Context: an optimization exercise on an open-source flow, tuned for small area. The choices shown serve that exercise and are no tape-out recipe.
The RTL was checked by simulation tests, not by an equivalence proof against the original design.
Power is estimated from default activity; no workload was simulated.

Design TLP_Completer, start of the top module:
module TLP_Completer (
	clk,
	reset,
	in_data,
	in_ready,
	buffer_ready0,
	buffer_ready1,
	buffer_ready2,
	buffer_ready3,
	out_data0,
	out_data1,
	out_data2,
	out_data3
);
Size in the first run: roughly 180 I/O pins.
==> module OLR_Ingress, before the edit <==
module OLR_Ingress (
	clk,
	reset,
	header_in,
	payload_in,
	payload_nz,
	cs_in,
	sorter_ready,
	ready1,
	ready2,
	ho_valid,
	po_nz,
	h_kind,
	h_mid,
	h_len,
	h_w2,
	h_la,
	h_b135,
	h_link,
	p_data
);
	input		clk, reset, cs_in, sorter_ready, payload_nz;
	input [34:0]	header_in;
	input [31:0]	payload_in;
	output reg	ready1, ready2, ho_valid, po_nz;
	output reg [2:0] h_kind;		 
	output reg [11:0] h_mid;		 
	output [9:0]	h_len;		 
	output reg [31:0] h_w2;
	output reg [4:0] h_la;		 
	output reg	h_b135;
	output reg [1:0] h_link;
	output reg [31:0] p_data;
	reg		hctl, pctl, rtd, mwctl, mww, p_lk, h_4dw;
	reg [1:0]	hcnt;
	reg [9:0]	cnt;
	assign h_len = cnt;
	reg		r1_v, r2_v, ho_v, po_v, hctl_v, pctl_v, rtd_v, mwctl_v, mww_v, plk_v, dw4_v;
	reg [2:0]	kind_v;
	reg [11:0]	mid_v;
	reg [31:0]	w2_v, pd_v;
	reg [4:0]	la_v;
	reg		b135_v;
	reg [1:0]	link_v, hcnt_v;
	reg [9:0]	cnt_v;
	wire		tnz = |header_in;
	localparam [2:0] K_OTHER = 3'd0, K_MR = 3'd1, K_MW = 3'd2, K_IO = 3'd3, K_CFG0 = 3'd4, K_CFG1 = 3'd5;
	wire [4:0]	typ = header_in[28:24];
	wire [2:0]	fmt = header_in[31:29];
	wire [2:0]	in_kind = (typ == 5'b00000) ? ((fmt[2:1] == 2'b00) ? K_MR : ((fmt[2:1] == 2'b01) ? K_MW : K_OTHER)) :
				  (typ == 5'b00010) ? K_IO : (typ == 5'b00100) ? K_CFG0 : (typ == 5'b00101) ? K_CFG1 : K_OTHER;
	wire		pnz = payload_nz;
	always @(posedge clk) begin
		r1_v = ready1; r2_v = ready2; ho_v = ho_valid; po_v = po_nz;
		hctl_v = hctl; pctl_v = pctl; rtd_v = rtd; mwctl_v = mwctl; mww_v = mww;
		plk_v = p_lk; dw4_v = h_4dw;
		kind_v = h_kind; mid_v = h_mid; w2_v = h_w2; la_v = h_la; b135_v = h_b135; link_v = h_link;
		pd_v = p_data; hcnt_v = hcnt; cnt_v = cnt;
		if (reset) begin
			r1_v = 1'b1; r2_v = 1'b0; ho_v = 1'b0; po_v = 1'b0;
			hctl_v = 1'b0; pctl_v = 1'b0; rtd_v = 1'b0; mwctl_v = 1'b0; mww_v = 1'b0;
			hcnt_v = 2'd0;
		end else begin
			if (!hctl_v && !pctl_v && r1_v && tnz && !mwctl_v) begin
				kind_v = in_kind;
				dw4_v = header_in[29];
				mid_v = header_in[23:12];
				b135_v = header_in[34];
				link_v = header_in[33:32];
				hcnt_v = 2'd1;
				hctl_v = 1'b1;
				r1_v = 1'b0;
				cnt_v = header_in[9:0];
				if (in_kind == K_MR)
					pctl_v = 1'b1;
			end else if (hctl_v && hcnt_v != 2'd0 && r1_v && tnz) begin
				if (hcnt_v == 2'd1) begin
					w2_v = header_in[31:0];
					hcnt_v = 2'd2;
					r1_v = 1'b1;
				end else if (hcnt_v == 2'd2) begin
					if (!dw4_v) begin
						la_v = header_in[6:2];
						r1_v = 1'b0;
						hcnt_v = 2'd0;
					end else begin
						la_v = 5'd0;
						r1_v = 1'b1;
						hcnt_v = 2'd3;
					end
				end else begin
					la_v = header_in[6:2];
					hcnt_v = 2'd0;
					r1_v = 1'b0;
				end
				if (hcnt_v == 2'd0 && !mwctl_v)
					r2_v = 1'b1;
			end
			if (mwctl_v && !r1_v && pd_v[9:0] != 10'h3ff) begin
				r1_v = 1'b1;
				pd_v[9:0] = pd_v[9:0] - 1'b1;
				if (pd_v[9:0] == 10'h3ff) begin
					mwctl_v = 1'b0;
					mww_v = 1'b1;
					r1_v = 1'b0;
				end
			end else if (mwctl_v && r1_v && tnz) begin
				r1_v = 1'b0;
			end else if ((hctl_v || pctl_v) && kind_v == K_MW &&
				     hcnt_v == 2'd0 && !mwctl_v && !mww_v) begin
				mwctl_v = 1'b1;
				pd_v[9:0] = cnt_v;
			end
			if (cs_in && r2_v && hctl_v) begin
				r2_v = 1'b0;
				rtd_v = 1'b1;
				mww_v = 1'b0;
				if (pctl_v) begin
					pd_v = payload_in;
					plk_v = pnz | (|link_v);
				end
			end else if (pnz && pctl_v && r2_v && !hctl_v) begin
				pd_v = payload_in;
				plk_v = 1'b1;
				rtd_v = 1'b1;
			end
			if (rtd_v && sorter_ready && hctl_v) begin
				ho_v = 1'b1;
				hctl_v = 1'b0;
				if (!pctl_v) begin
					rtd_v = 1'b0;
					r1_v = 1'b1;
				end
			end else if (rtd_v && sorter_ready && pctl_v && !hctl_v && !ho_v) begin
				po_v = plk_v;
				rtd_v = 1'b0;
				cnt_v = cnt_v - 1'b1;
				if (cnt_v != 10'd0)
					r2_v = 1'b1;
				else begin
					pctl_v = 1'b0;
					r1_v = 1'b1;
				end
			end
			if (!sorter_ready) begin
				ho_v = 1'b0;
				po_v = 1'b0;
			end
			if (r1_v && (hcnt_v != 2'd0 || rtd_v) && tnz)
				r1_v = 1'b0;
			else if (!r1_v && hcnt_v != 2'd0 && !tnz)
				r1_v = 1'b1;
			if (r2_v && pnz)
				r2_v = 1'b0;
		end
		ready1 <= r1_v; ready2 <= r2_v; ho_valid <= ho_v; po_nz <= po_v;
		hctl <= hctl_v; pctl <= pctl_v; rtd <= rtd_v; mwctl <= mwctl_v; mww <= mww_v;
		p_lk <= plk_v; h_4dw <= dw4_v;
		h_kind <= kind_v; h_mid <= mid_v; h_w2 <= w2_v; h_la <= la_v; h_b135 <= b135_v; h_link <= link_v;
		p_data <= pd_v; hcnt <= hcnt_v; cnt <= cnt_v;
	end
endmodule
==> flow/config.mk <==
export PLATFORM = sky130hd
export DESIGN_NAME = TLP_Completer
export DESIGN_NICKNAME = TLP_Completer
export VERILOG_FILES = /design/flow/design.v
export SDC_FILE = /design/flow/constraint.sdc
export NUM_CORES = 8
export LEC_CHECK = 0
export ABC_AREA = 1
export CAP_MARGIN = 20
export CORE_MARGIN = 2
export CORE_UTILIZATION = 70
export SLEW_MARGIN = 20
==> flow/constraint.sdc <==
create_clock -name core_clock -period 10.0 [get_ports {clk}]
set_input_delay 2.0000 -clock core_clock [delete_from_list [all_inputs] [get_ports {clk}]]
set_output_delay 2.0000 -clock core_clock [all_outputs]
set_load 0.01 [all_outputs]
standard.sh (not shown) runs the stock make flow with config.mk's settings and CLKGATE_MAP_FILE= SYNTH_SCRIPT=/design/flow/synth_recipe.tcl, a recipe that flattens the netlist after the stock synthesis.
==> flow/flow/run.sh <==
#!/bin/bash
# The standard layout with three changes. After the standard synthesis, its
# combinational logic is re-mapped for area by Yosys and ABC (the registers
# keep their names and cells); the port buffers are single strength; and the
# clock tree has no dummy loads. Each tool writes its output to a log here.
set -euo pipefail
export BUFFER_PORTS_ARGS="-buffer_cell sky130_fd_sc_hd__buf_1"
export CTS_ARGS="-sink_clustering_enable -repair_clock_nets -dont_use_dummy_load -buf_list sky130_fd_sc_hd__clkbuf_4 -sink_clustering_size 8 -sink_clustering_max_diameter 50"
bash standard.sh synth > standard_synth.log 2>&1
RES=$PWD/orfs/results/sky130hd/TLP_Completer/base
mkdir -p resyn
python3 flow/filter_lib.py "$FLOW_HOME/platforms/sky130hd/config.mk" \
	"$FLOW_HOME/platforms/sky130hd/lib/sky130_fd_sc_hd__tt_025C_1v80.lib" resyn/cells.lib > filter_lib.log 2>&1
python3 flow/split_lib.py resyn/cells.lib resyn/comb.lib resyn/seq.lib > split_lib.log 2>&1
# the cells ABC maps to: o22ai is left out, as ABC then maps the lane registers'
# hold logic to a22o instead of o22ai with an inverter on the register output
python3 flow/mklib.py resyn/comb.lib resyn/map.lib 'sky130_fd_sc_hd__o22ai_' > mklib.log 2>&1
cp "$RES/1_2_yosys.v" resyn/standard.v
sed "s/@T@/${RESYN_SECONDS:-60}/" flow/abc.script > resyn/abc.script
sed -e "s|@SEQLIB@|resyn/seq.lib|g" -e "s|@COMBLIB@|resyn/comb.lib|g" -e "s|@MAPLIB@|resyn/map.lib|g" -e "s|@IN@|resyn/standard.v|" \
	-e "s|@OUT@|resyn/remapped.v|" -e "s|@STAT0@|resyn/stat0.txt|" -e "s|@SCRIPT@|resyn/abc.script|" \
	flow/resyn.ys.in > resyn/resyn.ys
YOSYS=$(command -v yosys || echo "$FLOW_HOME/../tools/install/yosys/bin/yosys")
"$YOSYS" -l resyn.log -s resyn/resyn.ys > /dev/null 2>&1
cp resyn/remapped.v "$RES/1_2_yosys.v"
rm -f resyn/cells.lib resyn/comb.lib resyn/seq.lib resyn/map.lib
bash standard.sh finish > standard_finish.log 2>&1
Other scripts of this flow, unchanged in this note and not shown: flow/flow/abc.script, flow/flow/filter_lib.py, flow/flow/mklib.py, flow/flow/resyn.ys.in, flow/flow/split_lib.py
Then changed:
--- a/flow/design.v
+++ b/flow/design.v
@@ -154,21 +154,21 @@
 	input [31:0]	payload_in;
 	output reg	ready1, ready2, ho_valid, po_nz;
 	output reg [2:0] h_kind;		 
 	output reg [11:0] h_mid;		 
-	output [9:0]	h_len;		 
+	output reg [9:0] h_len;		 
 	output reg [31:0] h_w2;
 	output reg [4:0] h_la;		 
 	output reg	h_b135;
 	output reg [1:0] h_link;
 	output reg [31:0] p_data;
 	reg		hctl, pctl, rtd, mwctl, mww, p_lk, h_4dw;
 	reg [1:0]	hcnt;
 	reg [9:0]	cnt;
-	assign h_len = cnt;
 	reg		r1_v, r2_v, ho_v, po_v, hctl_v, pctl_v, rtd_v, mwctl_v, mww_v, plk_v, dw4_v;
 	reg [2:0]	kind_v;
 	reg [11:0]	mid_v;
+	reg [9:0]	len_v;
 	reg [31:0]	w2_v, pd_v;
 	reg [4:0]	la_v;
 	reg		b135_v;
 	reg [1:0]	link_v, hcnt_v;
@@ -183,9 +183,9 @@
 	always @(posedge clk) begin
 		r1_v = ready1; r2_v = ready2; ho_v = ho_valid; po_v = po_nz;
 		hctl_v = hctl; pctl_v = pctl; rtd_v = rtd; mwctl_v = mwctl; mww_v = mww;
 		plk_v = p_lk; dw4_v = h_4dw;
-		kind_v = h_kind; mid_v = h_mid; w2_v = h_w2; la_v = h_la; b135_v = h_b135; link_v = h_link;
+		kind_v = h_kind; mid_v = h_mid; len_v = h_len; w2_v = h_w2; la_v = h_la; b135_v = h_b135; link_v = h_link;
 		pd_v = p_data; hcnt_v = hcnt; cnt_v = cnt;
 		if (reset) begin
 			r1_v = 1'b1; r2_v = 1'b0; ho_v = 1'b0; po_v = 1'b0;
 			hctl_v = 1'b0; pctl_v = 1'b0; rtd_v = 1'b0; mwctl_v = 1'b0; mww_v = 1'b0;
@@ -194,16 +194,18 @@
 			if (!hctl_v && !pctl_v && r1_v && tnz && !mwctl_v) begin
 				kind_v = in_kind;
 				dw4_v = header_in[29];
 				mid_v = header_in[23:12];
+				len_v = header_in[9:0];
 				b135_v = header_in[34];
 				link_v = header_in[33:32];
 				hcnt_v = 2'd1;
 				hctl_v = 1'b1;
 				r1_v = 1'b0;
-				cnt_v = header_in[9:0];
-				if (in_kind == K_MR)
+				if (in_kind == K_MR) begin
 					pctl_v = 1'b1;
+					cnt_v = header_in[9:0];
+				end
 			end else if (hctl_v && hcnt_v != 2'd0 && r1_v && tnz) begin
 				if (hcnt_v == 2'd1) begin
 					w2_v = header_in[31:0];
 					hcnt_v = 2'd2;
@@ -225,12 +227,12 @@
 				end
 				if (hcnt_v == 2'd0 && !mwctl_v)
 					r2_v = 1'b1;
 			end
-			if (mwctl_v && !r1_v && pd_v[9:0] != 10'h3ff) begin
+			if (mwctl_v && !r1_v && cnt_v != 10'h3ff) begin
 				r1_v = 1'b1;
-				pd_v[9:0] = pd_v[9:0] - 1'b1;
-				if (pd_v[9:0] == 10'h3ff) begin
+				cnt_v = cnt_v - 1'b1;
+				if (cnt_v == 10'h3ff) begin
 					mwctl_v = 1'b0;
 					mww_v = 1'b1;
 					r1_v = 1'b0;
 				end
@@ -238,21 +240,23 @@
 				r1_v = 1'b0;
 			end else if ((hctl_v || pctl_v) && kind_v == K_MW &&
 				     hcnt_v == 2'd0 && !mwctl_v && !mww_v) begin
 				mwctl_v = 1'b1;
-				pd_v[9:0] = cnt_v;
+				cnt_v = len_v;
 			end
 			if (cs_in && r2_v && hctl_v) begin
 				r2_v = 1'b0;
 				rtd_v = 1'b1;
 				mww_v = 1'b0;
 				if (pctl_v) begin
 					pd_v = payload_in;
 					plk_v = pnz | (|link_v);
+					cnt_v = cnt_v - 1'b1;
 				end
 			end else if (pnz && pctl_v && r2_v && !hctl_v) begin
 				pd_v = payload_in;
 				plk_v = 1'b1;
+				cnt_v = cnt_v - 1'b1;
 				rtd_v = 1'b1;
 			end
 			if (rtd_v && sorter_ready && hctl_v) begin
 				ho_v = 1'b1;
@@ -263,9 +267,8 @@
 				end
 			end else if (rtd_v && sorter_ready && pctl_v && !hctl_v && !ho_v) begin
 				po_v = plk_v;
 				rtd_v = 1'b0;
-				cnt_v = cnt_v - 1'b1;
 				if (cnt_v != 10'd0)
 					r2_v = 1'b1;
 				else begin
 					pctl_v = 1'b0;
@@ -285,9 +288,9 @@
 		end
 		ready1 <= r1_v; ready2 <= r2_v; ho_valid <= ho_v; po_nz <= po_v;
 		hctl <= hctl_v; pctl <= pctl_v; rtd <= rtd_v; mwctl <= mwctl_v; mww <= mww_v;
 		p_lk <= plk_v; h_4dw <= dw4_v;
-		h_kind <= kind_v; h_mid <= mid_v; h_w2 <= w2_v; h_la <= la_v; h_b135 <= b135_v; h_link <= link_v;
+		h_kind <= kind_v; h_mid <= mid_v; h_len <= len_v; h_w2 <= w2_v; h_la <= la_v; h_b135 <= b135_v; h_link <= link_v;
 		p_data <= pd_v; hcnt <= hcnt_v; cnt <= cnt_v;
 	end
 endmodule
 `timescale 1ns / 1ps
Clock power increases by about 2%.
Synthesized cell count came out lower by 0.80%.
Setup slack gets worse by 0.20 ns.
Count of clock-buffer cells in the layout is higher by 2.
Combinational power decreases by 30%.
Clock skew increases by 0.011 ns.
Via count hardly moves.
Utilization went up by 0.55 points.
Wire length stays flat.
Critical path depth rises by 9.
Final cell count went down by 0.63%.
Sequential power is lower by about 2%.
Global-route usage falls by 1.1 points.

afterwards: timing with drivers on the ports:
The results above use ideal ports. As a check the final layouts listed here were re-extracted and re-timed, cells and wires unchanged.
Step 1 sets driving cells, clkbuf_16 on the clock port and buf_2 on the other inputs (assumed; they add their load-dependent delay and slew).
Step 2 also shifts input and output timing later by t, the mid clock arrival at the registers, as if the neighbouring blocks saw the same clock.
Three values: ideal ports, drivers, drivers and shift; two values: the first two.
run	t (ns)	setup WS [ns]	worst hold slack (ns)	worst data-port slew with drivers (ns)
the first run	0.736	2.822 / 2.842 / 2.106	0.387 / 0.387 / 0.387	0.04
the second run	0.731	2.619 / 2.645 / 1.915	0.385 / 0.385 / 0.385	0.07
After both steps every run listed still meets setup and hold. For the first run, which loses most, drivers alone change the setup slack by +0.020 ns; drivers and shift together by -0.716 ns.
